From an optimization exercise on the open Yosys and OpenROAD flow, aimed at small area; shortcuts taken in it are not production practice. Only simulation tests tie the RTL to the original design; equivalence was not proved. Power and IR drop assume default switching activity.

==> flow/design.v (outline; a module is shown in full before it is edited, if it fits) <==
// module tv80n: 9554 lines
module tv80n(m1_n, mreq_n, iorq_n, rd_n, wr_n, rfsh_n, halt_n, busak_n, A, dout, pc, reset_n, clk, wait_n, int_n, nmi_n, busrq_n, di);
  // ...
==> flow/flow/run.sh <==
#!/bin/bash
# Own layout flow: the standard ORFS flow (standard.sh) with three changes
#  1. synthesis: the standard synthesis script, except that ABC maps the logic with
#     flow/nf.abc (&nf, area-oriented) instead of ORFS's abc script, and adders are
#     left to ABC (no ADDER_MAP_FILE half/full-adder extraction); flip-flops are
#     mapped by the standard dfflibmap step, so the registers are the standard ones
#  2. port buffers use sky130_fd_sc_hd__buf_1 (every port still gets its buffer)
#  3. CTS: clkbuf_4 leaf clusters of at most 8 sinks, no dummy loads
# Each step's full output goes to a log file in the work folder.
set -euo pipefail
W=$(pwd)
{
  cat <<'TCL'
proc abc {args} {
  set i [lsearch -exact $args -script]
  if {$i >= 0} { lset args [expr {$i + 1}] $::env(MY_ABC_SCRIPT) }
  yosys abc {*}$args
}
TCL
  cat "$W/synth_recipe.tcl"
} > "$W/own_synth.tcl"
export MY_ABC_SCRIPT="$W/flow/nf.abc"
bash "$W/standard.sh" "SYNTH_SCRIPT=$W/own_synth.tcl" "ADDER_MAP_FILE=" synth > "$W/synth.log" 2>&1
bash "$W/standard.sh" "SYNTH_SCRIPT=$W/own_synth.tcl" "ADDER_MAP_FILE=" \
  "BUFFER_PORTS_ARGS=-buffer_cell sky130_fd_sc_hd__buf_1" \
  "CTS_ARGS=-sink_clustering_enable -repair_clock_nets -dont_use_dummy_load -buf_list sky130_fd_sc_hd__clkbuf_4 -sink_clustering_size 8 -sink_clustering_max_diameter 50" \
  finish > "$W/layout.log" 2>&1
==> flow/flow/nf.abc <==
strash
&get -n
&st
&dch
&nf -R 1000
&put
==> flow/standard.sh <==
#!/bin/bash
# synth_recipe.tcl (not shown) runs the flow's synth.tcl, then flattens the netlist and writes it again
# the make line also repeats each setting of config.mk as NAME=value (left out here)
make -C /OpenROAD-flow-scripts/flow DESIGN_CONFIG=/design/flow/config.mk WORK_HOME=/design/flow/orfs CLKGATE_MAP_FILE= SYNTH_SCRIPT=/design/flow/synth_recipe.tcl "${@:-finish}"
==> flow/config.mk <==
export PLATFORM = sky130hd
export DESIGN_NAME = tv80n
export DESIGN_NICKNAME = tv80n
export VERILOG_FILES = /design/flow/design.v
export SDC_FILE = /design/flow/constraint.sdc
export NUM_CORES = 4
export LEC_CHECK = 0
export CAP_MARGIN = 20
export CORE_MARGIN = 2
export CORE_UTILIZATION = 40
export GPL_TIMING_DRIVEN = 0
export SETUP_SLACK_MARGIN = 0.1
export SLEW_MARGIN = 20
==> flow/constraint.sdc <==
create_clock -name core_clock -period 12.0 [get_ports {clk}]
set_input_delay 2.4000 -clock core_clock [delete_from_list [all_inputs] [get_ports {clk}]]
set_output_delay 2.4000 -clock core_clock [all_outputs]
set_load 0.01 [all_outputs]
==> flow_summary.yaml, run 1 <==
status:
  status: "finished clean"
power:
  switching_share: 0.5453
  pg_clk_mw: 0.664
  leakage_nw: 8.652
  ir_drop_v: 0.0001658
  power.switching_mw: 3.493
grt:
  grtUsageMet1: 0.5357
  grt_usage: 0.4295
  met3_usage: 0.1304
placed_design:
  place_congestion: 1.051
  numPortBuffers: 61
  placedCellCount: 3951
  place_ws_ps: 1032
synth:
  yosysTopAreaCell: "edfxtp_1"
  ys_seq_elements: 345
  yosys.cell_count.top_type: "nand2_1"
final_layout:
  seq_cells: 345
  fin_area_um2: 26540
  multi_input_cells: 2679
  areaGrowthSynthToFinish_pct: 10.96
  reg_top3: "i_tv80_core.i_reg.RegsH: 64 flops, i_tv80_core.i_reg.RegsL: 64 flops"
  final_util: 0.4497
  clkbuf_count: 57
sta:
  worst_slack_ps: 761.7
  tightestPinTransition_ps: 1250
  slew_violations: 0
  min_period_ps: 11240
  hold_viol: 0
setup_path:
  path_class: "reg -> reg"
  critPathArrivalTime_ps: 11780
  timing.rr.end: "i_tv80_core.i_reg.RegsH[6][7]"
  critPathMaxStageDelay_ps: 1090
clock_tree:
  cts-root-buf: "clkbuf_4"
  clock_path_buffers: 3
  clkSlewWorstSetupHoldPaths_ps: 100
detailed_routing:
  met2_length_um: 59300
  wl_per_cell_um: 34.65
  drc: 0
  via_count: 29490
  routed.top_layer: "met5"
floorplan:
  std_cell_rows: 89
  dieArea_um2: 61770
  start_util: 0.4053
  die_h_um: 248.5
==> run 2: changes to the inputs <==
--- a/flow/config.mk
+++ b/flow/config.mk
@@ -5,9 +5,9 @@
 export SDC_FILE = /design/flow/constraint.sdc
 export NUM_CORES = 4
 export LEC_CHECK = 0
-export CAP_MARGIN = 20
+export CAP_MARGIN = 15
 export CORE_MARGIN = 2
 export CORE_UTILIZATION = 40
 export GPL_TIMING_DRIVEN = 0
 export SETUP_SLACK_MARGIN = 0.1
-export SLEW_MARGIN = 20
+export SLEW_MARGIN = 15
==> run 2 against run 1 <==
Sequential power barely moved; wire length about the same; synthesized cell count unchanged; sequential share of layout area is 0.075 points higher; combinational power about the same; die area stayed put; non-clock buffer count did not move; maximum frequency rose by 1.1%; core utilization is 0.12 points lower; largest power group unchanged; flip-flop and latch count unchanged; largest cell class unchanged.
==> flow_summary.yaml, run 2 <==
synth:
  synth_cell_types: 66
  yosysTopAreaCell: "edfxtp_1"
  synthesis.nets: 3085
  synth_area_um2: 23920
  ys_top_cells_by_count: "431 x nand2_1, 390 x nor2_1, 319 x o21ai_0"
  yosys.cell_count.top_type: "nand2_1"
  synth-seq-area-share: 0.3540
  yosys-top-cells-area: "edfxtp_1 20%, dfxtp_1 16%, nand2_1 6.8%"
  yosysWarnings: 1
  synthFlopType: "dfxtp_1"
  async_flop_share: 0
  netlist_instances: 3071
  synth-edff-count: 156
  synth_top_cell_area_share: 0.1959
  ys_seq_elements: 345
  syn_avg_cell_area_um2: 7.788
setup_path:
  crit_path_start_kind: "flop"
  path_class: "reg -> reg"
  rr_startpoint: "i_tv80_core.IR[5]"
  crit_fanout: 26
  cpMostUsedCell: "nand2_1"
  path_buf_inv: 0
  end_kind: "flop"
  path_cells: "nand2_1 -> nor2_1 -> nand2_1 -> nor2_1 -> nor3_1 -> a2111oi_0 -> nand3_1 -> nand2_1 -> nand3_1"
  path_delay_family: "simple AND/OR/NAND/NOR gates"
  critPathMaxStageDelay_ps: 900
  critPathArrivalTime_ps: 5790
  cp_slowest_cell: "dfxtp_2"
  cp.required_ps: 6660
  cp-startpoint: "i_tv80_core.IR[5]"
placed_design:
  dpl.hpwl_um: 103800
  place_ws_ps: 1218
  numPortBuffers: 61
  place_congestion: 1.051
floorplan:
  die_h_um: 248.5
  chipWidth_um: 248.5
  std_cell_rows: 89
  pin_count: 62
  dieArea_um2: 61770
  start_util: 0.4053
  core_area_um2: 59020
detailed_routing:
  wl_per_cell_um: 34.63
  vias_per_cell: 7.301
  drc: 0
  ant_nets: 0
  dr.pass1.iters: 19
  via_count: 29330
  drt_iter0_markers: 4702
  wl_um: 139100
sta:
  worst_slack_ps: 862.4
  max_freq_ghz: 0.08993
  skew_ps: 103.7
  hold_viol: 0
  fin_crit_sh: 0.9281
  timing.slew.headroom: 0.07499
  min_period_ps: 11140
  tightestPinTransition_ps: 1377
  setup_viol: 0
  slew_violations: 0
  rsz0062_at_grt: "false"
final_layout:
  drive_gt1_frac: 0.04968
  nNetsFinal: 3257
  final_common_cell: "nand2_1"
  final_util: 0.4484
  reg_top3: "i_tv80_core.i_reg.RegsH: 64 flops, i_tv80_core.i_reg.RegsL: 64 flops"
  areaGrowthSynthToFinish_pct: 10.65
  final_cell_mix: "429 x nand2_1, 383 x nor2_1, 311 x o21ai_0"
power:
  ir_drop_v: 0.0001794
  leakage_nw: 8.626
  clkPwrFrac: 0.105
  pwr-share-comb: 0.598
  p_seq_frac: 0.297
  p_int_mw: 2.903
  power.switching_mw: 3.488
  switching_share: 0.5457
  power-per-cell-area_nw_per_um2: 241.5
hold_path:
  min_from: "i_tv80_core.Z16_r"
  hold_class: "reg -> reg"
clock_tree:
  clk_latency_ps: 900
  cts_hold_buf: 0
  h-tree-depth: 2
  cts_buffers: 57
  cts_sinks: 345
  clkSlewWorstSetupHoldPaths_ps: 80
  cts_tree: "built"
  clock_path_buffers: 3
  cts.repair.resized: 0
  post_cts_buffers: 0
  cts-root-buf: "clkbuf_4"
grt:
  grt_start_max_net_pins: 72
  globalRouteOverflowTotal: 0
  antenna_found_initial: 9
  grt_usage: 0.4294
  grt_pass1_vias: 26920
  grt_first_pass_wirelength_um: 196000
status:
  status: "finished clean"
job:
  maxCapViolCount: 0
run 2: path summary, 6_finish.rpt:
check	endpoint	depth (start not counted)	slack (ps)
worst max-delay path	mreq_n	9	860
worst min-delay path	i_tv80_core.Z16_r	2	470
worst max register to register	mreq_n	9	860
worst min register to register	i_tv80_core.Z16_r	2	470
run 2: per-layer routing:
metal	up-vias	global-route usage	wire length [µm]
li1	12370	-	-
met1	14020	0.5395	51570
met2	2333	0.6494	59110
met3	587	0.1258	17850
met4	19	0.2602	10430
met5	-	0	137
run 2: final cells by class:
type	count	area, µm²
Inverter	46	178.9
Clock buffer	57	427.9
Multi-Input combinational cell	2679	15470
Sequential cell	345	8481
Fill cell	6001	32550
Tap cell	773	967.2
Clock inverter	4	15.01
Timing Repair Buffer	110	913.4
Antenna cell	3	7.507
run 2: power by group through the flow:
stage          clock network, mW  registers (mW)  logic, mW
5_1_grt                    0.715            1.89       3.98
6_report                   0.672            1.90       3.82
2_1_floorplan            0.00268            1.68       2.28
3_3_place_gp             0.00268            1.91       3.45
4_1_cts                    0.673            1.86       3.64
3_5_place_dp             0.00268            1.89       3.62
run 2: worst min-delay path, cell delays in order (launching register included):
cell,delay [ps]
dfxtp_1,310
nand2_1,60
a21oi_1,50
run 2: logic make-up after synthesis:
| logic type | after synthesis | share of synthesized area |
|---|---|---|
| DFF | 345 | 0.3540 |
| xor gates and xnor gates | 135 | 0.04943 |
| muxes | 19 | 0.008318 |
| and+or+nand+nor | 1300 | 0.2449 |
| adders and majority gates | 10 | 0.004185 |
| buffers and inverters | 47 | 0.007376 |
| AOI/OAI and AO/OA | 1215 | 0.3318 |
run 2: per-stage QoR:
step                area (µm²)  power, mW  TNS (ps)  std cells  hold WS [ps]
finish                   26470      6.391         0       4017         468.6
CTS                      26440      6.177         0       4013         470.2
global route             26460      6.590         0       4015         479.4
detailed placement       26000      5.510         0       3953         459.9
floorplan                23920      3.962         0       3071         433.1
global placement         25110      5.361   -481930       3905         448.5
